Context: an optimization exercise on an open-source flow, tuned for small area. The choices shown serve that exercise and are no tape-out recipe. In this exercise RTL edits were held to simulation tests only and were not proved equivalent to the original. The clock port is modelled as an ideal driver; clocking choices that lean on that would not hold on a real chip.

==> flow/design.v (outline; a module is shown in full before it is edited, if it fits) <==
// module fft_8point: 2847 lines
// module fa: 4 lines
// module ha: 4 lines
module fft_8point(
    input clk,
    input rst,
    input  signed [15:0] x_real_0, input signed [15:0] x_imag_0,
    input  signed [15:0] x_real_1, input signed [15:0] x_imag_1,
    input  signed [15:0] x_real_2, input signed [15:0] x_imag_2,
    input  signed [15:0] x_real_3, input signed [15:0] x_imag_3,
    input  signed [15:0] x_real_4, input signed [15:0] x_imag_4,
    input  signed [15:0] x_real_5, input signed [15:0] x_imag_5,
    input  signed [15:0] x_real_6, input signed [15:0] x_imag_6,
    input  signed [15:0] x_real_7, input signed [15:0] x_imag_7,
    output signed [15:0] X_real_0, output signed [15:0] X_imag_0,
    output signed [15:0] X_real_1, output signed [15:0] X_imag_1,
    output signed [15:0] X_real_2, output signed [15:0] X_imag_2,
    output signed [15:0] X_real_3, output signed [15:0] X_imag_3,
    output signed [15:0] X_real_4, output signed [15:0] X_imag_4,
    output signed [15:0] X_real_5, output signed [15:0] X_imag_5,
    output signed [15:0] X_real_6, output signed [15:0] X_imag_6,
    output signed [15:0] X_real_7, output signed [15:0] X_imag_7
);
  // ...
==> flow/flow/run.sh <==
#!/bin/bash
# The standard layout (standard.sh, unchanged synthesis and steps); the only
# difference is the cell used for the port buffers: buf_1 instead of the default.
export BUFFER_PORTS_ARGS="-buffer_cell sky130_fd_sc_hd__buf_1"
bash standard.sh > standard.log 2>&1
==> flow/standard.sh <==
#!/bin/bash
# synth_recipe.tcl (not shown) runs the flow's synth.tcl, then flattens the netlist and writes it again
# the make line also repeats each setting of config.mk as NAME=value (left out here)
make -C /OpenROAD-flow-scripts/flow DESIGN_CONFIG=/design/flow/config.mk WORK_HOME=/design/flow/orfs CLKGATE_MAP_FILE= SYNTH_SCRIPT=/design/flow/synth_recipe.tcl "${@:-finish}"
==> flow/config.mk <==
export PLATFORM = sky130hd
export DESIGN_NAME = fft_8point
export DESIGN_NICKNAME = fft_8point
export VERILOG_FILES = /design/flow/design.v
export SDC_FILE = /design/flow/constraint.sdc
export NUM_CORES = 4
export LEC_CHECK = 0
export CAP_MARGIN = 20
export CORE_MARGIN = 2
export CORE_UTILIZATION = 60
export CTS_BUF_LIST = sky130_fd_sc_hd__clkbuf_16
export CTS_CLUSTER_DIAMETER = 120
export CTS_CLUSTER_SIZE = 24
export SLEW_MARGIN = 20
export SYNTH_HIERARCHICAL = 1
export SYNTH_MINIMUM_KEEP_SIZE = 0
==> flow/constraint.sdc <==
create_clock -name core_clock -period 10.0 [get_ports {clk}]
set_input_delay 2.0000 -clock core_clock [delete_from_list [all_inputs] [get_ports {clk}]]
set_output_delay 2.0000 -clock core_clock [all_outputs]
set_load 0.01 [all_outputs]
==> results.cfg, run 1 <==
[logic_synthesis]
yosys.area.top_type = fa_1
synth_top_family_by_area = adder cells
syn_inst = 2749
yosys.area_share.simple_pct = 3.73
synth_ff_type = dfxtp_1
synth_edf_count = 0
synth_commonest_cells = fa_1 (950), dfxtp_1 (751), inv_1 (418), nor2_1 (264), ha_1 (69)

[layout]
n_clock_buffer = 37
area_growth_syn_to_layout_pct = 9.70
largest_class = multi-input combinational cells
nonClkBufAreaFrac_pct = 4.48
layout_common_cells = fa_1 (950), dfxtp_1 (749), buf_1 (513), inv_1 (419), nor2_1 (264)
ff_latch_area_sq_um = 15100
layout_commonest_cell = fa_1

[sta]
clock_skew_ns = 0.0190
relSlewSlack_pct = 42.0
rsz0062_at_grt = false
max_clock_freq_mhz = 103
final.setup.tns_ns = 0

[floorplanning]
coreArea_sq_um = 65500
num_rows = 94

[clock_tree]
clk_latency_ns = 0.60
tritoncts = built

[placed_design]
placed_area_sq_um = 42400
gp_congestion = 0.928

[grt]
grt_overflow = 0
grt_pass1_vias = 23600
grt_pass1_wl_microns = 139000

[outcome]
status = no timing/DRC/antenna violations

[drt]
drt_iter0_markers = 1089
highest_layer = met4

[worst_setup_path]
worst-path-buf-inv = 0
worstSetupStartpoint = r2_sd3[0]
critPathKind = reg -> reg
slowest_stage = fa_1
r2r_slack_ns = 0.32
crit_arrival_ns = 10.17
==> inputs of run 2 (changes only) <==
--- a/flow/config.mk
+++ b/flow/config.mk
@@ -9,8 +9,8 @@
 export CORE_MARGIN = 2
 export CORE_UTILIZATION = 60
 export CTS_BUF_LIST = sky130_fd_sc_hd__clkbuf_16
-export CTS_CLUSTER_DIAMETER = 120
-export CTS_CLUSTER_SIZE = 24
+export CTS_CLUSTER_DIAMETER = 70
+export CTS_CLUSTER_SIZE = 36
 export SLEW_MARGIN = 20
 export SYNTH_HIERARCHICAL = 1
 export SYNTH_MINIMUM_KEEP_SIZE = 0
==> results.cfg, run 2 <==
[logic_synthesis]
ys_seq_area_share_pct = 38.2
synth_top_area_share_pct = 48.0
async_flop_share_pct = 0.398
ys_warn_count = 7
syn_inst = 2749
synth_commonest_cells = fa_1 (950), dfxtp_1 (751), inv_1 (418), nor2_1 (264), ha_1 (69)
synth_ff_type = dfxtp_1
synth.area.top_cells = fa_1 (48%), dfxtp_1 (38%), inv_1 (4.0%)
syn_area_sq_um = 39600
ys_ff_latch = 754
synth_nets = 4026
yosys.area.top_type = fa_1
synth_edf_count = 0
yosysUniqueCellTypes = 50
syn_avg_cell_area_sq_um = 14.4
yosysMostFrequentCell = fa_1

[layout]
n_fill_cell = 4857
layout_commonest_cell = fa_1
antenna_cells = 0
reg_top3 = r2_sd1 x33, r2_sd3 x33
layout_common_cells = fa_1 (949), dfxtp_1 (750), buf_1 (513), inv_1 (419), nor2_1 (264)
stdcell_count = 4161
nNetsFinal = 4544
drive_gt1_share_pct = 2.52
area_growth_syn_to_layout_pct = 11.0
design_area_sq_um = 44000

[sta]
hold_violations = 0
relSlewSlack_pct = 41.6
clock_skew_ns = 0.0512
rsz0062_at_grt = false
setup_viol = 0
worst_pin_slew_ns = 0.877
fin_crit_sh_pct = 97.0
setup_slack_ns = 0.301
final.setup.tns_ns = 0
drv_slew = 0
max_clock_freq_mhz = 103
layout_min_cycle_time_ns = 9.70

[worst_setup_path]
critical_path_required_ns = 10.49
cpLargestDelayFamily = adder cells
r2r_cells = 25
crit_top_cell = fa_1
crit-reg2reg-capture = r3_u3r[15]
worstSetupStartpoint = r2_sd3[0]
worst-path-stages = 25
r2r_slack_ns = 0.30
cp-endpoint = r3_u3r[15]
crit_path_end_kind = flip-flop
slowest_stage = fa_2
crit_arrival_ns = 10.19
critPathMaxFanout = 9
cpPeakStageDelay_ns = 0.57
timing.rr.start = r2_sd3[0]
critPathKind = reg -> reg
startpoint_type = flip-flop
worst-path-buf-inv = 0

[floorplanning]
fp.dieArea_sq_um = 68100
die_h_microns = 261
num_rows = 94
pin_count = 514
die_x_microns = 261
coreArea_sq_um = 65500
start_util_pct = 60.4

[drt]
via_per_inst = 5.01
drt_pass1_iterations = 5
wl_microns = 95200
drt_iter0_markers = 1123
post-route-drc-count = 0
antenna_left = 0
wl_per_cell_microns = 22.9
vias = 20800

[placed_design]
pre_cts_slack_ns = 0.223
io_buffer_count = 513
dpl.cell_count = 4089
gp_congestion = 0.928
placed_area_sq_um = 42400
dp_hpwl_microns = 85100

[grt]
grt_pass1_vias = 23600
grt_max_degree = 170
antenna_found_initial = 6
grt_pass1_wl_microns = 139000
track_usage_pct = 29.0
grt_overflow = 0

[min_path]
hold_class = reg -> reg
min_path_cells = 0

[clock_tree]
post_cts_buffers = 0
clock_tree.root_cell = clkbuf_16
cts_buffers = 40
cts_sinks = 754
clk_pin_slew_worst_paths_ns = 0.12
clk_latency_ns = 0.63
htreeDepth = 2
clockBufferDepth = 3
tritoncts = built

[outcome]
status = no timing/DRC/antenna violations

[job]
maxCapViolations = 0
run 2: changes by cell type in the layout (fill, tap and decap cells not counted), moves of 2 or more:
cell / before / now
clkbuf_16: 37 / 40
inv_16: 1 / 4
clkinv_4: 0 / 2
inv_12: 0 / 3
inv_8: 0 / 3
clkinv_16: 0 / 6
dfxtp_2: 2 / 0
inv_6: 2 / 8
clkinv_8: 1 / 4
run 2: timing repair:
item | 4_1_cts | 5_1_grt
hold buffers | 0 | 0
gates resized for setup | 0 | 5
setup endpoints to repair | 0 | 4
hold endpoints to repair | 0 | 0
run 2: worst register-to-register path: stages (launching register included):
cell	delay [ns]
dfxtp_4	0.40
ha_1	0.20
fa_1	0.38
fa_1	0.40
fa_2	0.57
fa_1	0.43
fa_1	0.45
and2_1	0.16
a2111oi_1	0.36
nor3_1	0.11
fa_1	0.39
fa_1	0.40
fa_1	0.40
fa_1	0.40
fa_1	0.39
fa_1	0.41
fa_1	0.42
fa_1	0.40
fa_1	0.39
fa_1	0.39
fa_1	0.41
fa_1	0.41
fa_1	0.40
fa_1	0.39
fa_1	0.38
xor2_1	0.17
run 2: metal layers:
metal	up-vias	wire, microns	GRT usage (%)
met5	-	0	0
met2	548	50000	51.3
met1	11000	37000	36.9
li1	9104	-	-
met3	134	4730	4.16
met4	0	3460	9.95
run 2: logic make-up after synthesis:
| group | after synthesis | synth area share [%] |
|---|---|---|
| XOR/XNOR | 101 | 2.23 |
| buffers and inverters | 456 | 4.42 |
| multiplexers | 6 | 0.171 |
| AO/OA/AOI/OAI | 54 | 0.901 |
| flip-flops | 754 | 38.2 |
| AND/OR/NAND/NOR | 352 | 3.73 |
| other | 1 | 0.00947 |
| adder cells (fa/ha/maj) | 1025 | 50.4 |
run 2: metrics by stage:
step / utilization [%] / hold slack [ns]
global route: 67.1 / 0.335
finish: 67.1 / 0.325
detailed placement: 64.8 / 0.312
floorplan: - / 0.310
global placement: 64.8 / 0.311
CTS: 67.1 / 0.323
run 2: Yosys stat by module, one instance, submodules excluded:
module	cell area [sq um]	cells inside	flops+latches
fa	20.0	1	0
fft_8point	19900	1748	754
ha	12.5	1	0
run 2: worst min path at each step:
stage               slack, ns        from    endpoint
floorplan                0.31   r2_46i[0]   r3_46i[0]
global placement         0.31  r2_46i[20]  r3_46i[20]
detailed placement       0.31  r2_46i[29]  r3_46i[29]
CTS                      0.32   r2_46r[9]   r3_46r[9]
global route             0.33   r2_46r[9]   r3_46r[9]
finish                   0.33   r2_46r[9]   r3_46r[9]
run 2: final cells by class:
| type | count | area (sq um) | share of cell area, % |
|---|---|---|---|
| flip-flops and latches | 754 | 15100 | 34.4 |
| repair buffers | 514 | 1950 | 4.43 |
| inverters | 418 | 1570 | 3.57 |
| clock inverters | 32 | 507 | 1.15 |
| well taps | 864 | 1080 | 2.46 |
| clock buffers | 40 | 1000 | 2.28 |
| multi-input cells | 1539 | 22700 | 51.7 |
==> inputs of run 3 (changes only) <==
--- a/flow/config.mk
+++ b/flow/config.mk
@@ -9,8 +9,8 @@
 export CORE_MARGIN = 2
 export CORE_UTILIZATION = 60
 export CTS_BUF_LIST = sky130_fd_sc_hd__clkbuf_16
-export CTS_CLUSTER_DIAMETER = 70
-export CTS_CLUSTER_SIZE = 36
+export CTS_CLUSTER_DIAMETER = 80
+export CTS_CLUSTER_SIZE = 32
 export SLEW_MARGIN = 20
 export SYNTH_HIERARCHICAL = 1
 export SYNTH_MINIMUM_KEEP_SIZE = 0
==> results.cfg, run 3 <==
[worst_setup_path]
cpPeakStageDelay_ns = 0.57
cp-endpoint = r3_u3r[15]
cpLargestDelayFamily = adder cells
critical_path_required_ns = 10.47
startpoint_type = flip-flop
worstSetupStartpoint = r2_sd3[0]
crit-reg2reg-capture = r3_u3r[15]
r2r_slack_ns = 0.32
critPathMaxFanout = 9
worst-path-buf-inv = 0
worst-path-stages = 25
crit_top_cell = fa_1
critPathKind = reg -> reg
crit_path_end_kind = flip-flop
crit_arrival_ns = 10.15
slowest_stage = fa_2
r2r_cells = 25
timing.rr.start = r2_sd3[0]

[sta]
setup_slack_ns = 0.321
layout_min_cycle_time_ns = 9.68
fin_crit_sh_pct = 96.8
clock_skew_ns = 0.0367
setup_viol = 0
worst_pin_slew_ns = 0.876
hold_violations = 0
max_clock_freq_mhz = 103
rsz0062_at_grt = false
drv_slew = 0
final.setup.tns_ns = 0
relSlewSlack_pct = 41.6

[layout]
nNetsFinal = 4540
reg_top3 = r2_sd1 x33, r2_sd3 x33
ff_latch_area_sq_um = 15100
area_growth_syn_to_layout_pct = 10.4
multiInputGateArea_sq_um = 22700
n_fill_cell = 4911
layout_common_cells = fa_1 (949), dfxtp_1 (749), buf_1 (513), inv_1 (419), nor2_1 (264)
layout_commonest_cell = fa_1
drive_gt1_share_pct = 2.19

[clock_tree]
ctsHoldBuffers = 0
clk_latency_ns = 0.61
clk_pin_slew_worst_paths_ns = 0.11
ctsResizeCount = 0
clock_tree.root_cell = clkbuf_16
tritoncts = built
post_cts_buffers = 0
cts_sinks = 754
cts_buffers = 36
htreeDepth = 2
clockBufferDepth = 3

[drt]
antenna_left = 0
vias = 20800
wl_microns = 95300
wl_per_cell_microns = 23.0
post-route-drc-count = 0
drt_iter0_markers = 1086
via_per_inst = 5.02
drt_pass1_iterations = 5

[logic_synthesis]
synth_top_area_share_pct = 48.0
async_flop_share_pct = 0.398
yosysUniqueCellTypes = 50
synth_ff_type = dfxtp_1
yosys.area.top_type = fa_1
ys_warn_count = 7
synth.area.top_cells = fa_1 (48%), dfxtp_1 (38%), inv_1 (4.0%)
ys_ff_latch = 754
synth_nets = 4026
syn_avg_cell_area_sq_um = 14.4
syn_area_sq_um = 39600
yosysMostFrequentCell = fa_1
ys_seq_area_share_pct = 38.2
synth_edf_count = 0
syn_inst = 2749
synth_commonest_cells = fa_1 (950), dfxtp_1 (751), inv_1 (418), nor2_1 (264), ha_1 (69)

[floorplanning]
die_h_microns = 261
coreArea_sq_um = 65500
start_util_pct = 60.4
pin_count = 514
num_rows = 94
fp.dieArea_sq_um = 68100
die_x_microns = 261

[outcome]
status = no timing/DRC/antenna violations

[placed_design]
io_buffer_count = 513
pre_cts_slack_ns = 0.223
dp_hpwl_microns = 85100
gp_congestion = 0.928

[grt]
grt_pass1_vias = 23600
grt_pass1_wl_microns = 139000
grt_max_degree = 170
track_usage_pct = 29.1
antenna_found_initial = 6
grt_overflow = 0

[min_path]
hold_class = reg -> reg

[job]
maxCapViolations = 0
run 3: changes by cell type in the layout (fill, tap and decap cells not counted), moves of 2 or more:
cell,delta
inv_8,-2
inv_6,-3
clkbuf_16,-3
clkinv_8,+3
inv_12,-2
clkinv_16,-5
run 3: metrics by stage:
step / std cells / instance area (sq um) / util (%) / hold WS (ns)
2_1_floorplan: 2749 / 39600 / - / 0.310
3_3_place_gp: 4089 / 42400 / 64.8 / 0.311
3_5_place_dp: 4089 / 42400 / 64.8 / 0.312
4_1_cts: 4149 / 43700 / 66.7 / 0.332
5_1_grt: 4149 / 43700 / 66.7 / 0.336
6_report: 4150 / 43700 / 66.7 / 0.329
run 3: Yosys stat by module, one instance, submodules excluded:
module      flops+latches  cells inside  cell area (sq um)
fa                      0             1               20.0
fft_8point            754          1748              19900
ha                      0             1               12.5
run 3: worst min-delay path by stage:
stage                 end  startpoint  cells after the start
2_1_floorplan   r3_46i[0]   r2_46i[0]                      0
3_3_place_gp   r3_46i[20]  r2_46i[20]                      0
3_5_place_dp   r3_46i[29]  r2_46i[29]                      0
4_1_cts         r3_46r[9]   r2_46r[9]                      0
5_1_grt        r3_46i[23]  r2_46i[23]                      0
6_report        r3_46r[9]   r2_46r[9]                      0
run 3: area by class of cell:
class / instances / area share (%)
Inverter: 418 / 3.59
Tap cell: 864 / 2.47
Clock inverter: 23 / 0.707
Multi-Input combinational cell: 1539 / 52.0
Antenna cell: 1 / 0.00573
Sequential cell: 754 / 34.6
Clock buffer: 37 / 2.12
Timing Repair Buffer: 514 / 4.45
run 3: cells by family after synthesis:
group,share of synthesized area (%)
AOI/OAI and AO/OA,0.901
xor gates and xnor gates,2.23
adders and majority gates,50.4
buffers and inverters,4.42
DFF,38.2
muxes,0.171
other,0.00947
and+or+nand+nor,3.73
run 3: per-layer routing:
layer,up-vias,part of all wire (%),global-route usage (%)
li1,9098,-,-
met1,11100,39,36.8
met2,510,53,52.0
met3,120,5.0,4.45
met4,0,3.0,8.44
met5,-,0,0
==> inputs of run 4 (changes only) <==
--- a/flow/config.mk
+++ b/flow/config.mk
@@ -9,8 +9,8 @@
 export CORE_MARGIN = 2
 export CORE_UTILIZATION = 60
 export CTS_BUF_LIST = sky130_fd_sc_hd__clkbuf_16
-export CTS_CLUSTER_DIAMETER = 80
-export CTS_CLUSTER_SIZE = 32
+export CTS_CLUSTER_DIAMETER = 100
+export CTS_CLUSTER_SIZE = 28
 export SLEW_MARGIN = 20
 export SYNTH_HIERARCHICAL = 1
 export SYNTH_MINIMUM_KEEP_SIZE = 0
==> results.cfg, run 4 <==
[sta]
fin_crit_sh_pct = 96.5
relSlewSlack_pct = 42.8
worst_pin_slew_ns = 0.858
rsz0062_at_grt = false
setup_viol = 0
clock_skew_ns = 0.0313
final.setup.tns_ns = 0
max_clock_freq_mhz = 104
holdWs_ns = 0.332
layout_min_cycle_time_ns = 9.65
hold_violations = 0
drv_slew = 0

[logic_synthesis]
ys_ff_latch = 754
syn_inst = 2749
async_flop_share_pct = 0.398
ys_warn_count = 7
synth_edf_count = 0
yosysMostFrequentCell = fa_1
synth_top_area_share_pct = 48.0
synth_ff_type = dfxtp_1
synth.area.top_cells = fa_1 (48%), dfxtp_1 (38%), inv_1 (4.0%)
synth_nets = 4026
yosys.area.top_type = fa_1
yosysUniqueCellTypes = 50
ys_seq_area_share_pct = 38.2
synth_commonest_cells = fa_1 (950), dfxtp_1 (751), inv_1 (418), nor2_1 (264), ha_1 (69)
syn_avg_cell_area_sq_um = 14.4
syn_area_sq_um = 39600

[layout]
n_fill_cell = 4937
area_growth_syn_to_layout_pct = 9.64
antenna_cells = 0
drive_gt1_share_pct = 1.62
multiInputGateArea_sq_um = 22700
layout_commonest_cell = fa_1
layout_common_cells = fa_1 (950), dfxtp_1 (749), buf_1 (513), inv_1 (420), nor2_1 (264)
reg_top3 = r2_sd1 x33, r2_sd3 x33
ff_latch_area_sq_um = 15100
nNetsFinal = 4538

[drt]
drt_pass1_iterations = 4
wl_per_cell_microns = 23.0
antenna_left = 0
via_per_inst = 5.01
wl_microns = 94900
post-route-drc-count = 0
vias = 20700
drt_iter0_markers = 1083

[worst_setup_path]
crit_arrival_ns = 10.14
critPathMaxFanout = 9
crit_path_end_kind = flip-flop
critPathKind = reg -> reg
critical_path_required_ns = 10.49
startpoint_type = flip-flop

[clock_tree]
cts_buffers = 34
cts_sinks = 754
clk_latency_ns = 0.60
clock_tree.root_cell = clkbuf_16
tritoncts = built
ctsHoldBuffers = 0
htreeDepth = 2
clockBufferDepth = 3
clk_pin_slew_worst_paths_ns = 0.10

[grt]
grt_max_degree = 170
grt_overflow = 0
grt_pass1_vias = 23500
antenna_found_initial = 5
grt_pass1_wl_microns = 138000
track_usage_pct = 28.9

[placed_design]
gp_congestion = 0.928
io_buffer_count = 513
dp_hpwl_microns = 85100

[floorplanning]
start_util_pct = 60.4
die_h_microns = 261
pin_count = 514
fp.dieArea_sq_um = 68100
die_x_microns = 261
num_rows = 94
coreArea_sq_um = 65500

[min_path]
hold_class = reg -> reg

[job]
maxCapViolations = 0

[outcome]
status = no timing/DRC/antenna violations
==> run 4: stage by stage <==
step | area [sq um] | instances | setup slack, ns | utilization, %
global route | 43400 | 4133 | 0.0492 | 66.3
CTS | 43400 | 4133 | 0.225 | 66.3
global placement | 42400 | 4089 | 0.349 | 64.8
finish | 43400 | 4133 | 0.349 | 66.3
detailed placement | 42400 | 4089 | 0.223 | 64.8
floorplan | 39600 | 2749 | 0.670 | -
==> run 4: logic make-up (layout without fill, tap and decap cells) <==
kind of cell    after synthesis  count (layout)  synth area share (%)
fa+ha+maj                  1025            1025                  50.4
flops                       754             754                  38.2
buf+inv                     456             976                  4.42
simple gates                352             352                  3.73
xor+xnor                    101             101                  2.23
compound gates               54              54                 0.901
mux                           6               6                 0.171
other cells                   1               1               0.00947
==> run 4: cell type report <==
class	count	share of cell area, %
Clock buffer	34	1.96
Clock inverter	10	0.259
Inverter	418	3.61
Multi-Input combinational cell	1539	52.4
Sequential cell	754	34.8
Tap cell	864	2.49
Timing Repair Buffer	514	4.48
==> run 4: modules after synthesis (local to each module, per instance) <==
| module | copies in the design | flops+latches | cells inside |
|---|---|---|---|
| fft_8point | 1 | 754 | 1748 |
| fa | 950 | 0 | 1 |
| ha | 51 | 0 | 1 |
==> run 4: path summary, 6_finish.rpt <==
path | start | end | slack (ns) | cells after the start
max reg2reg | r2_sd3[0] | r3_u3r[15] | 0.35 | 25
min | r2_46r[24] | r3_46r[24] | 0.33 | 0
min in group asynchronous | rst | v1 | 1.24 | 2
max in group asynchronous | rst | nv3 | 8.55 | 2
max | r2_sd3[0] | r3_u3r[15] | 0.35 | 25
min reg2reg | r2_46r[24] | r3_46r[24] | 0.33 | 0
==> run 4: what timing repair did <==
action	CTS	global route
setup endpoints to repair	0	4
resized for setup	0	5
setup buffers	0	0
==> run 4: worst max-delay path, cell delays in order (launching register included) <==
cell	delay (ns)
dfxtp_2	0.39
ha_1	0.21
fa_1	0.38
fa_1	0.39
fa_1	0.56
fa_1	0.44
fa_1	0.45
and2_1	0.16
a2111oi_1	0.36
nor3_1	0.11
fa_1	0.39
fa_1	0.40
fa_1	0.40
fa_1	0.40
fa_1	0.39
fa_1	0.41
fa_1	0.41
fa_1	0.39
fa_1	0.39
fa_1	0.39
fa_1	0.41
fa_1	0.41
fa_1	0.40
fa_1	0.39
fa_1	0.38
xor2_1	0.17
==> run 4: per-layer routing <==
| layer | GRT usage [%] | routed length [microns] |
|---|---|---|
| met1 | 36.9 | 37000 |
| met2 | 51.0 | 49800 |
| met3 | 3.96 | 4640 |
| met4 | 10.1 | 3430 |
| met5 | 0 | 0 |
==> inputs of run 5 (changes only) <==
--- a/flow/config.mk
+++ b/flow/config.mk
@@ -8,9 +8,9 @@
 export CAP_MARGIN = 20
 export CORE_MARGIN = 2
 export CORE_UTILIZATION = 60
-export CTS_BUF_LIST = sky130_fd_sc_hd__clkbuf_16
-export CTS_CLUSTER_DIAMETER = 100
-export CTS_CLUSTER_SIZE = 28
+export CTS_BUF_LIST = sky130_fd_sc_hd__clkbuf_8
+export CTS_CLUSTER_DIAMETER = 60
+export CTS_CLUSTER_SIZE = 14
 export SLEW_MARGIN = 20
 export SYNTH_HIERARCHICAL = 1
 export SYNTH_MINIMUM_KEEP_SIZE = 0
==> results.cfg, run 5 <==
[layout]
n_fill_cell = 4929
stdcell_count = 4187
reg_top3 = r2_sd1 x33, r2_sd3 x33
drive_gt1_share_pct = 3.07
ff_latch_area_sq_um = 15100
layout_commonest_cell = fa_1
layout_common_cells = fa_1 (950), dfxtp_1 (749), buf_1 (513), inv_1 (423), nor2_1 (264)
nNetsFinal = 4572
design_area_sq_um = 43700
area_growth_syn_to_layout_pct = 10.3
multiInputGateArea_sq_um = 22700

[sta]
setup_viol = 0
hold_violations = 0
fin_crit_sh_pct = 96.8
clock_skew_ns = 0.0476
drv_slew = 0
setup_slack_ns = 0.324
layout_min_cycle_time_ns = 9.68
worst_pin_slew_ns = 0.877
max_clock_freq_mhz = 103
final.setup.tns_ns = 0
rsz0062_at_grt = false
relSlewSlack_pct = 41.5

[worst_setup_path]
crit_path_end_kind = flip-flop
crit_top_cell = fa_1
critPathKind = reg -> reg
cpLargestDelayFamily = adder cells
startpoint_type = flip-flop
critPathMaxFanout = 9
slowest_stage = fa_1
critical_path_required_ns = 10.57
cpPeakStageDelay_ns = 0.56
crit_arrival_ns = 10.25
worst-path-buf-inv = 0

[floorplanning]
num_rows = 94
pin_count = 514
coreArea_sq_um = 65500
die_x_microns = 261
die_h_microns = 261
start_util_pct = 60.4
fp.dieArea_sq_um = 68100

[placed_design]
io_buffer_count = 513
dp_hpwl_microns = 85100
placed_area_sq_um = 42400
dpl.cell_count = 4089
gp_congestion = 0.928
pre_cts_slack_ns = 0.223

[clock_tree]
clk_pin_slew_worst_paths_ns = 0.09
tritoncts = built
clockBufferDepth = 3
clk_latency_ns = 0.70
post_cts_buffers = 0
clock_tree.root_cell = clkbuf_8
ctsHoldBuffers = 0
cts_buffers = 68
cts_sinks = 754
htreeDepth = 3

[logic_synthesis]
synth_nets = 4026
yosysUniqueCellTypes = 50
synth.area.top_cells = fa_1 (48%), dfxtp_1 (38%), inv_1 (4.0%)
syn_avg_cell_area_sq_um = 14.4
syn_inst = 2749
yosysMostFrequentCell = fa_1
syn_area_sq_um = 39600
synth_commonest_cells = fa_1 (950), dfxtp_1 (751), inv_1 (418), nor2_1 (264), ha_1 (69)
ys_seq_area_share_pct = 38.2
ys_ff_latch = 754
yosys.area.top_type = fa_1
synth_ff_type = dfxtp_1
synth_edf_count = 0
async_flop_share_pct = 0.398
ys_warn_count = 7
synth_top_area_share_pct = 48.0

[drt]
wl_microns = 95900
drt_iter0_markers = 1034
post-route-drc-count = 0
via_per_inst = 5.01
wl_per_cell_microns = 22.9
drt_pass1_iterations = 7
vias = 21000
antenna_left = 0

[job]
maxCapViolations = 0

[grt]
grt_overflow = 0
grt_max_degree = 170
grt_pass1_wl_microns = 140000
track_usage_pct = 29.3
grt_pass1_vias = 23800
antenna_found_initial = 7

[min_path]
hold_class = reg -> reg

[outcome]
status = no timing/DRC/antenna violations
run 5: through the flow:
stage | util, % | hold WS (ns)
3_3_place_gp | 64.8 | 0.311
3_5_place_dp | 64.8 | 0.312
4_1_cts | 66.6 | 0.314
6_report | 66.7 | 0.313
2_1_floorplan | - | 0.310
5_1_grt | 66.6 | 0.332
run 5: cell families after synthesis:
logic type | share of synthesized area, %
xor+xnor | 2.23
flops | 38.2
buf+inv | 4.42
other cells | 0.00947
mux | 0.171
simple gates | 3.73
compound gates | 0.901
fa+ha+maj | 50.4
run 5: routing by layer:
layer	vias up	share of wire (%)	global-route usage, %
met4	0	4.0	11.3
met2	565	52	51.1
met1	11100	39	36.9
met3	161	5.1	4.90
li1	9148	-	-
met5	-	0	0
run 5: area by class of cell:
cell class	count	area share (%)
multi-input combinational	1539	52.1
sequential	754	34.6
timing repair buffer	514	4.46
inverter	418	3.59
tap	864	2.48
clock buffer	74	2.33
clock inverter	21	0.441
antenna	3	0.0172
run 5: per-module statistics from Yosys (local to each module, per instance):
module,cells,times used
ha,1,51
fa,1,950
fft_8point,1748,1
run 5: repair_timing:
| item | CTS | global route |
|---|---|---|
| resized for setup | 0 | 5 |
| setup endpoints to repair | 0 | 4 |
| hold endpoints to repair | 0 | 0 |
run 5: final timing paths:
path / start / end / slack (ns) / cells past startpoint
setup / recovery: r2_sd3[0] / r3_u3r[15] / 0.32 / 25
hold / removal: r2_46r[11] / r3_46r[11] / 0.31 / 0
setup reg to reg: r2_sd3[0] / r3_u3r[15] / 0.32 / 25
hold reg to reg: r2_46r[11] / r3_46r[11] / 0.31 / 0
max in group asynchronous: rst / nv3 / 8.65 / 2
min in group asynchronous: rst / v1 / 1.14 / 2
==> inputs of run 6 (changes only) <==
==> flow/run.sh (new file) <==
#!/bin/bash
# synth_recipe.tcl (not shown) runs the flow's synth.tcl, then flattens the netlist and writes it again
# the make line also repeats each setting of config.mk as NAME=value (left out here)
make -C /OpenROAD-flow-scripts/flow DESIGN_CONFIG=/design/flow/config.mk WORK_HOME=/design/flow/orfs CLKGATE_MAP_FILE= SYNTH_SCRIPT=/design/flow/synth_recipe.tcl finish
--- a/flow/config.mk
+++ b/flow/config.mk
@@ -8,9 +8,9 @@
 export CAP_MARGIN = 20
 export CORE_MARGIN = 2
 export CORE_UTILIZATION = 60
-export CTS_BUF_LIST = sky130_fd_sc_hd__clkbuf_8
-export CTS_CLUSTER_DIAMETER = 60
-export CTS_CLUSTER_SIZE = 14
+export CTS_BUF_LIST = sky130_fd_sc_hd__clkbuf_16
+export CTS_CLUSTER_DIAMETER = 100
+export CTS_CLUSTER_SIZE = 28
 export SLEW_MARGIN = 20
 export SYNTH_HIERARCHICAL = 1
 export SYNTH_MINIMUM_KEEP_SIZE = 0
removed: flow/flow/run.sh
removed: flow/standard.sh
==> results.cfg, run 6 <==
[clock_tree]
cts_sinks = 754
ctsHoldBuffers = 0
cts_buffers = 34
htreeDepth = 2
clk_latency_ns = 0.62
tritoncts = built
clk_pin_slew_worst_paths_ns = 0.11
clockBufferDepth = 3
clock_tree.root_cell = clkbuf_16

[logic_synthesis]
synth_edf_count = 0
ys_ff_latch = 754
syn_area_sq_um = 39600
synth-xor-area-share_pct = 2.23
yosysMostFrequentCell = fa_1
synth_nets = 4026
yosys.area_share.adder_pct = 50.4
syn_avg_cell_area_sq_um = 14.4
synth_commonest_cells = fa_1 (950), dfxtp_1 (751), inv_1 (418), nor2_1 (264), ha_1 (69)
ys_seq_area_share_pct = 38.2
synth_ff_type = dfxtp_1
synth_top_family_by_area = adder cells
synth.area.top_cells = fa_1 (48%), dfxtp_1 (38%), inv_1 (4.0%)
yosysUniqueCellTypes = 50
syn_inst = 2749
synth_compound_area_share_pct = 0.901
synth_mux_area_share_pct = 0.171
ys_warn_count = 7
yosys.area.top_type = fa_1
yosys.area_share.simple_pct = 3.73
synth_top_area_share_pct = 48.0
async_flop_share_pct = 0.398

[layout]
layout_commonest_cell = fa_1
multiInputGateArea_sq_um = 22700
area_growth_syn_to_layout_pct = 18.0
drive_gt1_share_pct = 1.95
nNetsFinal = 4543
ff_latch_area_sq_um = 15100
utilization_pct = 71.3
layout_common_cells = fa_1 (949), dfxtp_1 (748), clkdlybuf4s50_1 (512), inv_1 (420), nor2_1 (264)
reg_top3 = r2_sd1 x33, r2_sd3 x33
n_fill_cell = 4306
design_area_sq_um = 46700

[placed_design]
pre_cts_slack_ns = 0.264
placed_area_sq_um = 45700
gp_congestion = 0.972
io_buffer_count = 513
dp_hpwl_microns = 88000

[worst_setup_path]
crit_path_end_kind = flip-flop
worstSetupStartpoint = r2_sd3[0]
timing.rr.start = r2_sd3[0]
critical_path_required_ns = 10.47
r2r_cells = 26
crit-reg2reg-capture = r3_m3i[15]
crit_arrival_ns = 10.19
startpoint_type = flip-flop
critPathKind = reg -> reg
critPathMaxFanout = 5
r2r_slack_ns = 0.27

[sta]
relSlewSlack_pct = 45.6
drv_slew = 0
setup_viol = 0
hold_violations = 0
layout_min_cycle_time_ns = 9.73
rsz0062_at_grt = false
worst_pin_slew_ns = 0.810
max_clock_freq_mhz = 103
clock_skew_ns = 0.0448
final.setup.tns_ns = 0
setup_slack_ns = 0.273
fin_crit_sh_pct = 97.3

[min_path]
hold_class = reg -> reg
min_path_cells = 0
min_to = r3_46i[26]
hp-start = r2_46i[26]

[grt]
grt_pass1_wl_microns = 147000
track_usage_pct = 30.5
grt_pass1_vias = 24400
grt_overflow = 0
grt_max_degree = 101
antenna_found_initial = 8

[outcome]
status = no timing/DRC/antenna violations

[drt]
wl_per_cell_microns = 23.9
vias = 21100
drt_iter0_markers = 1158
post-route-drc-count = 0
antenna_left = 0
wl_microns = 98800
drt_pass1_iterations = 5
via_per_inst = 5.09

[floorplanning]
pin_count = 514
die_h_microns = 261
die_x_microns = 261
coreArea_sq_um = 65500
fp.dieArea_sq_um = 68100
num_rows = 94
start_util_pct = 60.4

[job]
maxCapViolations = 0
-- run 6: cell counts after synthesis --
No cell type changed its count.
-- run 6: layout make-up --
cell class                      instances  share of cell area (%)
Antenna cell                            3                  0.0161
Sequential cell                       754                    32.4
Clock buffer                           34                    1.82
Inverter                              418                    3.36
Clock inverter                         11                   0.276
Multi-Input combinational cell       1539                    48.7
Timing Repair Buffer                  519                    11.1
Tap cell                              864                    2.31
-- run 6: repair_timing --
item,CTS,global route
resized for setup,0,10
setup buffers,0,1
setup endpoints to repair,0,8
-- run 6: routing by layer --
metal  GRT usage, %  vias to the layer above  wire length (microns)
li1               -                     9095                      -
met1           38.3                    11300                  37400
met2           55.4                      541                  53500
met3           4.68                       92                   5450
met4           7.89                        0                   2540
met5              0                        -                      0
-- run 6: worst max path at each step --
stage / cells past startpoint / endpoint
floorplan: 25 / r3_u3r[15]
global placement: 25 / r3_u1r[15]
detailed placement: 25 / r3_u1r[15]
CTS: 18 / X_imag_3[15]
global route: 25 / r3_u3r[15]
finish: 26 / r3_m3i[15]
-- run 6: modules after synthesis, one instance, submodules excluded --
module	area, sq um	flip-flops and latches	cells inside	times used
fft_8point	19900	754	1748	1
fa	20.0	0	1	950
ha	12.5	0	1	51
-- run 6: worst max-delay path, stage by stage, from the launching register on --
cell and delay, ns:
dfxtp_2 0.36, buf_4 0.16, ha_1 0.18, fa_1 0.39
fa_1 0.40, fa_1 0.56, fa_1 0.44, fa_1 0.49
maj3_1 0.38, o2bb2ai_1 0.14, o2bb2ai_1 0.14, fa_1 0.38
fa_1 0.40, fa_1 0.39, fa_1 0.39, fa_2 0.35
fa_1 0.39, fa_1 0.39, fa_1 0.39, fa_1 0.39
fa_1 0.39, fa_1 0.39, fa_1 0.39, fa_1 0.39
fa_1 0.39, fa_1 0.38, xor2_1 0.17
-- run 6: cell families (layout without fill, tap and decap cells) --
logic type	after synthesis	after routing
compound gates	54	54
xor+xnor	101	101
fa+ha+maj	1025	1025
other cells	1	4
flops	754	754
buf+inv	456	982
simple gates	352	352
mux	6	6
-- run 6: per-stage QoR --
stage / cells / hold WS [ns]
6_report: 4142 / 0.330
5_1_grt: 4142 / 0.333
4_1_cts: 4137 / 0.332
3_5_place_dp: 4092 / 0.312
3_3_place_gp: 4092 / 0.312
2_1_floorplan: 2749 / 0.310
==> inputs of run 7 (changes only) <==
==> flow/flow/run.sh (new file) <==
#!/bin/bash
# The standard layout (standard.sh: unchanged synthesis and steps) with two
# settings changed: buf_1 as the port buffer cell, and no dummy clock loads in CTS.
export BUFFER_PORTS_ARGS="-buffer_cell sky130_fd_sc_hd__buf_1"
export CTS_ARGS="-sink_clustering_enable -repair_clock_nets -buf_list sky130_fd_sc_hd__clkbuf_16 -sink_clustering_size 28 -sink_clustering_max_diameter 100 -dont_use_dummy_load"
bash standard.sh > standard.log 2>&1
==> flow/standard.sh (new file) <==
#!/bin/bash
# synth_recipe.tcl (not shown) runs the flow's synth.tcl, then flattens the netlist and writes it again
# the make line also repeats each setting of config.mk as NAME=value (left out here)
make -C /OpenROAD-flow-scripts/flow DESIGN_CONFIG=/design/flow/config.mk WORK_HOME=/design/flow/orfs CLKGATE_MAP_FILE= SYNTH_SCRIPT=/design/flow/synth_recipe.tcl "${@:-finish}"
removed: flow/run.sh
==> results.cfg, run 7 <==
[sta]
rsz0062_at_grt = false
max_clock_freq_mhz = 103
clock_skew_ns = 0.0845
layout_min_cycle_time_ns = 9.70
relSlewSlack_pct = 40.2
drv_slew = 0
fin_crit_sh_pct = 97.0
hold_violations = 0
final.setup.tns_ns = 0
worst_pin_slew_ns = 0.897
setup_viol = 0

[layout]
multiInputGateArea_sq_um = 22700
area_growth_syn_to_layout_pct = 9.36
stdcell_count = 4124
n_fill_cell = 4940
nNetsFinal = 4538
drive_gt1_share_pct = 1.38
ff_latch_area_sq_um = 15100
reg_top3 = r2_sd1 x33, r2_sd3 x33
layout_common_cells = fa_1 (950), dfxtp_1 (750), buf_1 (513), inv_1 (418), nor2_1 (264)
utilization_pct = 66.1
layout_commonest_cell = fa_1

[logic_synthesis]
yosysUniqueCellTypes = 50
synth_commonest_cells = fa_1 (950), dfxtp_1 (751), inv_1 (418), nor2_1 (264), ha_1 (69)
syn_avg_cell_area_sq_um = 14.4
yosys.area.top_type = fa_1
synth_ff_type = dfxtp_1
synth.area.top_cells = fa_1 (48%), dfxtp_1 (38%), inv_1 (4.0%)
syn_inst = 2749
synth_top_area_share_pct = 48.0
ys_seq_area_share_pct = 38.2
ys_warn_count = 7
async_flop_share_pct = 0.398
yosysMostFrequentCell = fa_1
syn_area_sq_um = 39600
ys_ff_latch = 754
synth_nets = 4026
synth_edf_count = 0

[clock_tree]
ctsHoldBuffers = 0
clock_tree.root_cell = clkbuf_16
post_cts_buffers = 0
cts_sinks = 754
htreeDepth = 2
ctsResizeCount = 0
clockBufferDepth = 3
clk_latency_ns = 0.60
cts_buffers = 34
clk_pin_slew_worst_paths_ns = 0.10
tritoncts = built

[grt]
grt_pass1_wl_microns = 138000
grt_pass1_vias = 23500
grt_overflow = 0
antenna_found_initial = 5
track_usage_pct = 28.9
grt_max_degree = 170

[drt]
antenna_left = 0
drt_pass1_iterations = 5
vias = 20600
post-route-drc-count = 0
wl_microns = 94900
wl_per_cell_microns = 23.0
drt_iter0_markers = 1005
via_per_inst = 5.00

[floorplanning]
pin_count = 514
fp.dieArea_sq_um = 68100
die_h_microns = 261
coreArea_sq_um = 65500
start_util_pct = 60.4
die_x_microns = 261
num_rows = 94

[worst_setup_path]
critPathKind = reg -> reg
worstSetupStartpoint = r2_sd3[0]
startpoint_type = flip-flop
r2r_slack_ns = 0.30
critical_path_required_ns = 10.46
crit_path_end_kind = flip-flop
timing.rr.start = r2_sd3[0]
critPathMaxFanout = 9
crit_arrival_ns = 10.17

[job]
maxCapViolations = 0

[placed_design]
io_buffer_count = 513
dpl.cell_count = 4089
gp_congestion = 0.928
dp_hpwl_microns = 85100

[min_path]
hp-start = r2_46i[22]
hold_class = reg -> reg

[outcome]
status = no timing/DRC/antenna violations
run 7: cell counts after synthesis:
Identical to the previous run, type by type.
run 7: path summary, 6_finish.rpt:
check,depth (start not counted),endpoint
setup / recovery,25,r3_u3r[15]
min in group asynchronous,2,v1
max in group asynchronous,2,nv3
hold / removal,0,r3_46i[22]
setup reg to reg,25,r3_u3r[15]
hold reg to reg,0,r3_46i[22]
run 7: final cells by class:
| type | instances | share of cell area (%) |
|---|---|---|
| Inverter | 418 | 3.62 |
| Antenna cell | 1 | 0.00578 |
| Tap cell | 864 | 2.50 |
| Clock buffer | 34 | 1.96 |
| Sequential cell | 754 | 34.9 |
| Multi-Input combinational cell | 1539 | 52.5 |
| Timing Repair Buffer | 514 | 4.49 |
run 7: modules after synthesis, one instance, submodules excluded:
module,flops+latches,times used,cells inside
fa,0,950,1
fft_8point,754,1,1748
ha,0,51,1
run 7: worst max-delay path, stage by stage (launching register included):
cell       delay [ns]
dfxtp_1          0.42
ha_1             0.26
fa_1             0.38
fa_1             0.39
fa_1             0.56
fa_1             0.44
fa_1             0.45
and2_1           0.16
a2111oi_1        0.36
nor3_1           0.11
fa_1             0.39
fa_1             0.40
fa_1             0.40
fa_1             0.40
fa_1             0.39
fa_1             0.41
fa_1             0.41
fa_1             0.39
fa_1             0.39
fa_1             0.39
fa_1             0.41
fa_1             0.41
fa_1             0.40
fa_1             0.39
fa_1             0.38
xor2_1           0.17
run 7: cells by family (layout without fill, tap and decap cells):
| logic type | Yosys count | in the layout | share of synthesized area (%) |
|---|---|---|---|
| AO/OA/AOI/OAI | 54 | 54 | 0.901 |
| XOR/XNOR | 101 | 101 | 2.23 |
| adder cells (fa/ha/maj) | 1025 | 1025 | 50.4 |
| buffers and inverters | 456 | 966 | 4.42 |
| flip-flops | 754 | 754 | 38.2 |
| multiplexers | 6 | 6 | 0.171 |
| other | 1 | 2 | 0.00947 |
| AND/OR/NAND/NOR | 352 | 352 | 3.73 |
run 7: routing by layer:
layer  share of wire (%)  global-route usage, %
met1                  39                   36.9
met2                  52                   51.0
met3                 4.9                   3.94
met4                 3.8                   10.3
met5                   0                      0
run 7: per-stage QoR:
| stage | cell area, sq um | hold WS, ns | worst slack [ns] |
|---|---|---|---|
| CTS | 43300 | 0.328 | 0.271 |
| detailed placement | 42400 | 0.312 | 0.223 |
| floorplan | 39600 | 0.310 | 0.670 |
| global placement | 42400 | 0.311 | 0.349 |
| finish | 43300 | 0.330 | 0.296 |
| global route | 43300 | 0.338 | 0.000226 |
==> inputs of run 8 (changes only) <==
==> flow/flow/run.sh (replaced) <==
#!/bin/bash
# The standard layout (standard.sh: unchanged synthesis and steps) with two
# settings changed: buf_1 as the port buffer cell, and no dummy clock loads in CTS.
export BUFFER_PORTS_ARGS="-buffer_cell sky130_fd_sc_hd__buf_1"
export CTS_ARGS="-sink_clustering_enable -repair_clock_nets -buf_list sky130_fd_sc_hd__clkbuf_16 -sink_clustering_size 26 -sink_clustering_max_diameter 140 -dont_use_dummy_load"
bash standard.sh > standard.log 2>&1
==> results.cfg, run 8 <==
[layout]
reg_top3 = r2_sd1 x33, r2_sd3 x33
layout_commonest_cell = fa_1
area_growth_syn_to_layout_pct = 9.36
layout_common_cells = fa_1 (950), dfxtp_1 (749), buf_1 (513), inv_1 (418), nor2_1 (264)
design_area_sq_um = 43300
drive_gt1_share_pct = 1.41
nNetsFinal = 4538
stdcell_count = 4124

[floorplanning]
die_x_microns = 261
num_rows = 94
die_h_microns = 261
start_util_pct = 60.4
coreArea_sq_um = 65500
fp.dieArea_sq_um = 68100
pin_count = 514

[logic_synthesis]
syn_avg_cell_area_sq_um = 14.4
yosysUniqueCellTypes = 50
syn_inst = 2749
ys_seq_area_share_pct = 38.2
async_flop_share_pct = 0.398
synth_commonest_cells = fa_1 (950), dfxtp_1 (751), inv_1 (418), nor2_1 (264), ha_1 (69)
synth.area.top_cells = fa_1 (48%), dfxtp_1 (38%), inv_1 (4.0%)
synth_edf_count = 0
synth_ff_type = dfxtp_1
ys_warn_count = 7
syn_area_sq_um = 39600
yosys.area.top_type = fa_1
ys_ff_latch = 754
synth_top_area_share_pct = 48.0
synth_nets = 4026
yosysMostFrequentCell = fa_1

[worst_setup_path]
startpoint_type = flip-flop
critical_path_required_ns = 10.45
crit-reg2reg-capture = r3_u3r[15]
r2r_cells = 25
critPathKind = reg -> reg
crit_arrival_ns = 10.14
crit_path_end_kind = flip-flop
critPathMaxFanout = 9
timing.rr.start = r2_sd3[0]
r2r_slack_ns = 0.31

[grt]
antenna_found_initial = 7
grt_pass1_wl_microns = 138000
grt_pass1_vias = 23400
grt_overflow = 0
track_usage_pct = 28.9
grt_max_degree = 170

[sta]
setup_viol = 0
hold_violations = 0
clock_skew_ns = 0.0274
drv_slew = 0
fin_crit_sh_pct = 96.9
max_clock_freq_mhz = 103
worst_pin_slew_ns = 0.900
relSlewSlack_pct = 40.0
layout_min_cycle_time_ns = 9.69
rsz0062_at_grt = false
final.setup.tns_ns = 0

[clock_tree]
htreeDepth = 2
ctsHoldBuffers = 0
tritoncts = built
ctsResizeCount = 0
cts_buffers = 34
clk_latency_ns = 0.58
clockBufferDepth = 3
clk_pin_slew_worst_paths_ns = 0.10
post_cts_buffers = 0
clock_tree.root_cell = clkbuf_16
cts_sinks = 754

[min_path]
hp-start = r2_46r[24]
hold_class = reg -> reg
min_to = r3_46r[24]
min_path_cells = 0

[placed_design]
placed_area_sq_um = 42400
io_buffer_count = 513
dp_hpwl_microns = 85100
gp_congestion = 0.928
dpl.cell_count = 4089

[drt]
wl_per_cell_microns = 23.0
vias = 20600
wl_microns = 95000
drt_iter0_markers = 1040
post-route-drc-count = 0
antenna_left = 0
drt_pass1_iterations = 5
via_per_inst = 5.00

[outcome]
status = no timing/DRC/antenna violations

[job]
maxCapViolations = 0
## run 8: Yosys stat by module, one instance, submodules excluded
| module | times used | cells inside | area, sq um |
|---|---|---|---|
| fft_8point | 1 | 1748 | 19900 |
| ha | 51 | 1 | 12.5 |
| fa | 950 | 1 | 20.0 |
## run 8: metrics by stage
stage | setup slack (ns) | hold slack, ns | util (%)
final | 0.312 | 0.322 | 66.1
after floorplan | 0.670 | 0.310 | -
after detailed placement | 0.223 | 0.312 | 64.8
after CTS | 0.187 | 0.323 | 66.1
after global placement | 0.349 | 0.311 | 64.8
after global routing | 0.00344 | 0.333 | 66.1
## run 8: kinds of logic after synthesis
group,share of synthesized area (%)
DFF,38.2
and+or+nand+nor,3.73
buffers and inverters,4.42
xor gates and xnor gates,2.23
adders and majority gates,50.4
muxes,0.171
AOI/OAI and AO/OA,0.901
other,0.00947
## run 8: cell type report
type                            count  area, sq um
Sequential cell                   754        15100
Multi-Input combinational cell   1539        22700
Antenna cell                        1         2.50
Tap cell                          864         1080
Fill cell                        4935        22200
Timing Repair Buffer              514         1950
Inverter                          418         1570
Clock buffer                       34          851
## run 8: how the worst max path moves through the flow
stage	from	to	slack, ns	cells past startpoint
final	r2_sd3[0]	r3_u3r[15]	0.31	25
after detailed placement	r2_sd3[0]	r3_u3r[15]	0.22	25
after global routing	r2_sd3[0]	r3_u3r[15]	0.003	25
after CTS	r2_sd3[0]	r3_u3r[15]	0.19	25
after global placement	r2_sd3[0]	r3_u3r[15]	0.35	25
after floorplan	r2_sd3[0]	r3_u3r[15]	0.67	25
## run 8: layer usage
metal  up-vias  share of wire [%]  GRT usage [%]
li1       9060                  -              -
met1     10900                 39           36.8
met2       526                 52           51.2
met3       126                4.6           3.97
met4         0                3.6           9.68
met5         -                  0              0
## run 8: worst max-delay path: stages, from the launching register on
cell and delay (ns):
dfxtp_2 0.40, ha_1 0.21, fa_1 0.38, fa_1 0.39, fa_1 0.56, fa_1 0.44, fa_1 0.45, and2_1 0.16
a2111oi_1 0.36, nor3_1 0.11, fa_1 0.39, fa_1 0.40, fa_1 0.40, fa_1 0.40, fa_1 0.39, fa_1 0.41
fa_1 0.42, fa_1 0.39, fa_1 0.39, fa_1 0.39, fa_1 0.41, fa_1 0.41, fa_1 0.40, fa_1 0.39
fa_1 0.38, xor2_1 0.17
==> inputs of run 9 (changes only) <==
==> flow/flow/run.sh (replaced) <==
#!/bin/bash
# The standard layout (standard.sh: unchanged synthesis and steps) with two
# settings changed: buf_1 as the port buffer cell, and no dummy clock loads in CTS.
export BUFFER_PORTS_ARGS="-buffer_cell sky130_fd_sc_hd__buf_1"
export CTS_ARGS="-sink_clustering_enable -repair_clock_nets -buf_list sky130_fd_sc_hd__clkbuf_16 -sink_clustering_size 30 -sink_clustering_max_diameter 130 -dont_use_dummy_load"
bash standard.sh > standard.log 2>&1
==> results.cfg, run 9 <==
[sta]
holdWs_ns = 0.332
max_clock_freq_mhz = 103
setup_slack_ns = 0.322
hold_violations = 0
rsz0062_at_grt = false
relSlewSlack_pct = 38.7
clock_skew_ns = 0.0693
fin_crit_sh_pct = 96.8
setup_viol = 0
final.setup.tns_ns = 0
worst_pin_slew_ns = 0.919
drv_slew = 0
layout_min_cycle_time_ns = 9.68

[logic_synthesis]
synth_edf_count = 0
synth_ff_type = dfxtp_1
ys_seq_area_share_pct = 38.2
synth.area.top_cells = fa_1 (48%), dfxtp_1 (38%), inv_1 (4.0%)
synth_nets = 4026
ys_warn_count = 7
syn_inst = 2749
synth_commonest_cells = fa_1 (950), dfxtp_1 (751), inv_1 (418), nor2_1 (264), ha_1 (69)
synth_top_area_share_pct = 48.0
syn_area_sq_um = 39600
yosysUniqueCellTypes = 50
syn_avg_cell_area_sq_um = 14.4
yosys.area.top_type = fa_1
yosysMostFrequentCell = fa_1
async_flop_share_pct = 0.398
ys_ff_latch = 754

[clock_tree]
tritoncts = built
clock_tree.root_cell = clkbuf_16
cts_buffers = 29
cts_sinks = 754
clockBufferDepth = 3
clk_pin_slew_worst_paths_ns = 0.12
clk_latency_ns = 0.63
post_cts_buffers = 0
ctsResizeCount = 0
ctsHoldBuffers = 0
htreeDepth = 1

[worst_setup_path]
critical_path_required_ns = 10.51
worst-path-buf-inv = 0
critPathKind = reg -> reg
crit_top_cell = fa_1
crit_path_end_kind = flip-flop
cpLargestDelayFamily = adder cells
crit_arrival_ns = 10.19
startpoint_type = flip-flop
critPathMaxFanout = 9
slowest_stage = fa_1
cpPeakStageDelay_ns = 0.56

[grt]
grt_overflow = 0
grt_pass1_vias = 23300
grt_pass1_wl_microns = 138000
antenna_found_initial = 5
track_usage_pct = 28.7
grt_max_degree = 170

[drt]
via_per_inst = 5.00
vias = 20600
wl_microns = 94800
post-route-drc-count = 0
wl_per_cell_microns = 23.0
antenna_left = 0
drt_iter0_markers = 967
drt_pass1_iterations = 7

[job]
maxCapViolations = 0

[placed_design]
io_buffer_count = 513
gp_congestion = 0.928
pre_cts_slack_ns = 0.223
dp_hpwl_microns = 85100

[floorplanning]
pin_count = 514
die_h_microns = 261
die_x_microns = 261
fp.dieArea_sq_um = 68100
coreArea_sq_um = 65500
num_rows = 94
start_util_pct = 60.4

[min_path]
hold_class = reg -> reg

[layout]
n_fill_cell = 4969
layout_commonest_cell = fa_1
reg_top3 = r2_sd1 x33, r2_sd3 x33
area_growth_syn_to_layout_pct = 9.06
layout_common_cells = fa_1 (950), dfxtp_1 (749), buf_1 (513), inv_1 (418), nor2_1 (264)
nNetsFinal = 4533
utilization_pct = 65.9
drive_gt1_share_pct = 1.26

[outcome]
status = no timing/DRC/antenna violations
[run 9: cell counts after synthesis]
Identical to the previous run, type by type.
[run 9: final cells by class]
| cell class | count | area (sq um) | area share, % |
|---|---|---|---|
| antenna | 3 | 7.51 | 0.0174 |
| inverter | 418 | 1570 | 3.63 |
| multi-input combinational | 1539 | 22700 | 52.6 |
| tap | 864 | 1080 | 2.50 |
| clock buffer | 29 | 726 | 1.68 |
| sequential | 754 | 15100 | 35.0 |
| timing repair buffer | 514 | 1950 | 4.51 |
[run 9: worst paths after layout]
check                      startpoint          to  slack [ns]  depth (start not counted)
max                         r2_sd3[0]  r3_u3r[15]        0.32                         25
min                        r2_46i[26]  r3_46i[26]        0.33                          0
max reg2reg                 r2_sd3[0]  r3_u3r[15]        0.32                         25
min reg2reg                r2_46i[26]  r3_46i[26]        0.33                          0
max in group asynchronous         rst         nv3        8.58                          2
min in group asynchronous         rst          v1        1.21                          2
[run 9: kinds of logic (layout without fill, tap and decap cells)]
kind of cell	Yosys count	after routing	synth area share (%)
DFF	754	754	38.2
adders and majority gates	1025	1025	50.4
xor gates and xnor gates	101	101	2.23
muxes	6	6	0.171
and+or+nand+nor	352	352	3.73
AOI/OAI and AO/OA	54	54	0.901
other	1	4	0.00947
buffers and inverters	456	961	4.42
[run 9: worst register-to-register path: cells and delay by family (launching register included)]
| family | cells | cell delay, ns |
|---|---|---|
| compound gates | 1 | 0.36 |
| xor+xnor | 1 | 0.17 |
| fa+ha+maj | 21 | 8.38 |
| flops | 1 | 0.41 |
| simple gates | 2 | 0.27 |
[run 9: modules after synthesis, one instance, submodules excluded]
module | flip-flops and latches | copies in the design | cells inside
fft_8point | 754 | 1 | 1748
fa | 0 | 950 | 1
ha | 0 | 51 | 1
[run 9: stage by stage]
stage,cells,area [sq um]
floorplan,2749,39600
global placement,4089,42400
detailed placement,4089,42400
CTS,4118,43200
global route,4118,43200
finish,4121,43200
[run 9: layer usage]
metal	share of wire (%)	vias to the layer above	global-route usage, %
met4	3.4	0	8.60
li1	-	9047	-
met1	39	10900	36.8
met3	5.3	109	3.83
met2	53	540	51.2
met5	0	-	0
==> inputs of run 10 (changes only) <==
==> flow/flow/run.sh (replaced) <==
#!/bin/bash
# The standard layout (standard.sh: unchanged synthesis and steps) with two
# settings changed: buf_1 as the port buffer cell, and no dummy clock loads in CTS.
export BUFFER_PORTS_ARGS="-buffer_cell sky130_fd_sc_hd__buf_1"
export CTS_ARGS="-sink_clustering_enable -repair_clock_nets -buf_list sky130_fd_sc_hd__clkbuf_16 -sink_clustering_size 28 -sink_clustering_max_diameter 120 -tree_buf sky130_fd_sc_hd__clkbuf_4 -root_buf sky130_fd_sc_hd__clkbuf_8 -dont_use_dummy_load"
bash standard.sh > standard.log 2>&1
==> results.cfg, run 10 <==
[logic_synthesis]
synth_ff_type = dfxtp_1
yosysUniqueCellTypes = 50
synth_nets = 4026
synth_top_area_share_pct = 48.0
ys_seq_area_share_pct = 38.2
syn_avg_cell_area_sq_um = 14.4
syn_inst = 2749
syn_area_sq_um = 39600
ys_warn_count = 7
synth_edf_count = 0
async_flop_share_pct = 0.398
ys_ff_latch = 754
yosysMostFrequentCell = fa_1
yosys.area.top_type = fa_1
synth_commonest_cells = fa_1 (950), dfxtp_1 (751), inv_1 (418), nor2_1 (264), ha_1 (69)
synth.area.top_cells = fa_1 (48%), dfxtp_1 (38%), inv_1 (4.0%)

[sta]
max_clock_freq_mhz = 103
setup_viol = 0
rsz0062_at_grt = false
hold_violations = 0
drv_slew = 0
final.setup.tns_ns = 0
layout_min_cycle_time_ns = 9.69
clock_skew_ns = 0.0747
fin_crit_sh_pct = 96.9
worst_pin_slew_ns = 0.898
setup_slack_ns = 0.310
relSlewSlack_pct = 40.1

[grt]
antenna_found_initial = 6
grt_max_degree = 170
grt_overflow = 0
grt_pass1_vias = 23400
track_usage_pct = 28.8
grt_pass1_wl_microns = 138000

[worst_setup_path]
r2r_cells = 25
timing.rr.start = r2_sd3[0]
crit-reg2reg-capture = r3_u3r[15]
critPathKind = reg -> reg
crit_path_end_kind = flip-flop
startpoint_type = flip-flop
cp-endpoint = r3_u3r[15]
critical_path_required_ns = 10.62
crit_arrival_ns = 10.31
r2r_slack_ns = 0.31
worstSetupStartpoint = r2_sd3[0]
critPathMaxFanout = 9

[drt]
wl_per_cell_microns = 23.0
antenna_left = 0
vias = 20600
wl_microns = 94800
drt_iter0_markers = 1063
via_per_inst = 5.00
drt_pass1_iterations = 4
post-route-drc-count = 0

[floorplanning]
pin_count = 514
coreArea_sq_um = 65500
num_rows = 94
die_x_microns = 261
start_util_pct = 60.4
die_h_microns = 261
fp.dieArea_sq_um = 68100

[clock_tree]
ctsHoldBuffers = 0
clk_latency_ns = 0.78
clockBufferDepth = 3
cts_buffers = 30
tritoncts = built
cts_sinks = 754
clock_tree.root_cell = clkbuf_8
htreeDepth = 1
clk_pin_slew_worst_paths_ns = 0.11

[placed_design]
dpl.cell_count = 4089
dp_hpwl_microns = 85100
pre_cts_slack_ns = 0.223
gp_congestion = 0.928
io_buffer_count = 513

[layout]
nNetsFinal = 4534
reg_top3 = r2_sd1 x33, r2_sd3 x33
area_growth_syn_to_layout_pct = 9.04
layout_commonest_cell = fa_1
layout_common_cells = fa_1 (950), dfxtp_1 (749), buf_1 (513), inv_1 (418), nor2_1 (264)
stdcell_count = 4123
drive_gt1_share_pct = 1.29
utilization_pct = 65.9

[min_path]
hold_class = reg -> reg

[outcome]
status = no timing/DRC/antenna violations

[job]
maxCapViolations = 0
[run 10: cell counts after synthesis]
Identical to the previous run, type by type.
[run 10: worst min path at each step]
stage                           from          to  slack [ns]  cells past startpoint
after CTS                  r2_46r[7]   r3_46r[7]        0.33                      0
after floorplan            r2_46i[0]   r3_46i[0]        0.31                      0
final                     r2_46r[12]  r3_46r[12]        0.33                      0
after global placement    r2_46i[20]  r3_46i[20]        0.31                      0
after global routing       r2_46r[1]   r3_46r[1]        0.34                      0
after detailed placement  r2_46i[29]  r3_46i[29]        0.31                      0
[run 10: area by class of cell]
type                       instances  area, sq um
multi-input combinational       1539        22700
clock buffer                      30          717
timing repair buffer             514         1950
tap                              864         1080
fill                            4963        22300
sequential                       754        15100
antenna                            4         10.0
inverter                         418         1570
[run 10: cells by family after synthesis]
| logic type | count (synthesis) | share of synthesized area, % |
|---|---|---|
| simple gates | 352 | 3.73 |
| mux | 6 | 0.171 |
| buf+inv | 456 | 4.42 |
| fa+ha+maj | 1025 | 50.4 |
| compound gates | 54 | 0.901 |
| other cells | 1 | 0.00947 |
| flops | 754 | 38.2 |
| xor+xnor | 101 | 2.23 |
[run 10: stage by stage]
step | hold WS, ns | cell area, sq um
2_1_floorplan | 0.310 | 39600
4_1_cts | 0.332 | 43200
5_1_grt | 0.338 | 43200
6_report | 0.330 | 43200
3_3_place_gp | 0.311 | 42400
3_5_place_dp | 0.312 | 42400
[run 10: per-module statistics from Yosys (local to each module, per instance)]
| module | area [sq um] | flops+latches | cells | times used |
|---|---|---|---|---|
| fft_8point | 19900 | 754 | 1748 | 1 |
| fa | 20.0 | 0 | 1 | 950 |
| ha | 12.5 | 0 | 1 | 51 |
[run 10: layer usage]
layer / global-route usage (%) / wire (microns) / up-vias
met5: 0 / 0 / -
met2: 50.9 / 49600 / 526
li1: - / - / 9053
met1: 36.7 / 36900 / 10900
met3: 4.26 / 4740 / 117
met4: 9.37 / 3540 / 0
[run 10: worst max-delay path, cell delays in order, from the launching register on]
cell and delay (ns):
dfxtp_2 0.40, ha_1 0.21, fa_1 0.38, fa_1 0.39, fa_1 0.56, fa_1 0.44
fa_1 0.45, and2_1 0.16, a2111oi_1 0.36, nor3_1 0.11, fa_1 0.39, fa_1 0.40
fa_1 0.40, fa_1 0.40, fa_1 0.39, fa_1 0.40, fa_1 0.41, fa_1 0.39
fa_1 0.39, fa_1 0.39, fa_1 0.41, fa_1 0.41, fa_1 0.40, fa_1 0.39
fa_1 0.38, xor2_1 0.17
[run 10: timing repair]
item	in CTS	in global routing
gates resized for setup	0	4
setup endpoints to repair	0	4
setup buffers	0	0

## static timing again, ports no longer ideal
Ports are ideal in the flow. The routed layouts listed here were re-timed in OpenROAD. Step 1, drivers: a clkbuf_16 drives clk and a buf_2 each remaining input, both assumed. Step 2, shift: input delay + t, output delay - t, t = (earliest + latest rising clock arrival at the registers) / 2. This alone moves slack from input paths to output paths. Three values: no drivers, after step 1, after step 2; two values: the first two.
run | t (ns) | setup WS [ns] | latest minus earliest clock arrival (ns)
run 1 | 0.657 | 0.320 / 0.320 / 0.320 | 0.020 / 0.020
run 2 | 0.669 | 0.301 / 0.301 / 0.301 | 0.059 / 0.059
run 3 | 0.655 | 0.321 / 0.321 / 0.321 | 0.052 / 0.051
run 4 | 0.647 | 0.349 / 0.349 / 0.349 | 0.033 / 0.033
run 5 | 0.743 | 0.324 / 0.324 / 0.324 | 0.051 / 0.052
run 6 | 0.657 | 0.273 / 0.247 / 0.273 | 0.054 / 0.054
run 7 | 0.621 | 0.296 / 0.296 / 0.296 | 0.085 / 0.085
run 8 | 0.631 | 0.312 / 0.312 / 0.312 | 0.030 / 0.030
run 9 | 0.661 | 0.322 / 0.322 / 0.322 | 0.073 / 0.073
run 10 | 0.810 | 0.310 / 0.310 / 0.310 | 0.078 / 0.078
After both steps setup and hold are still met in every run listed.
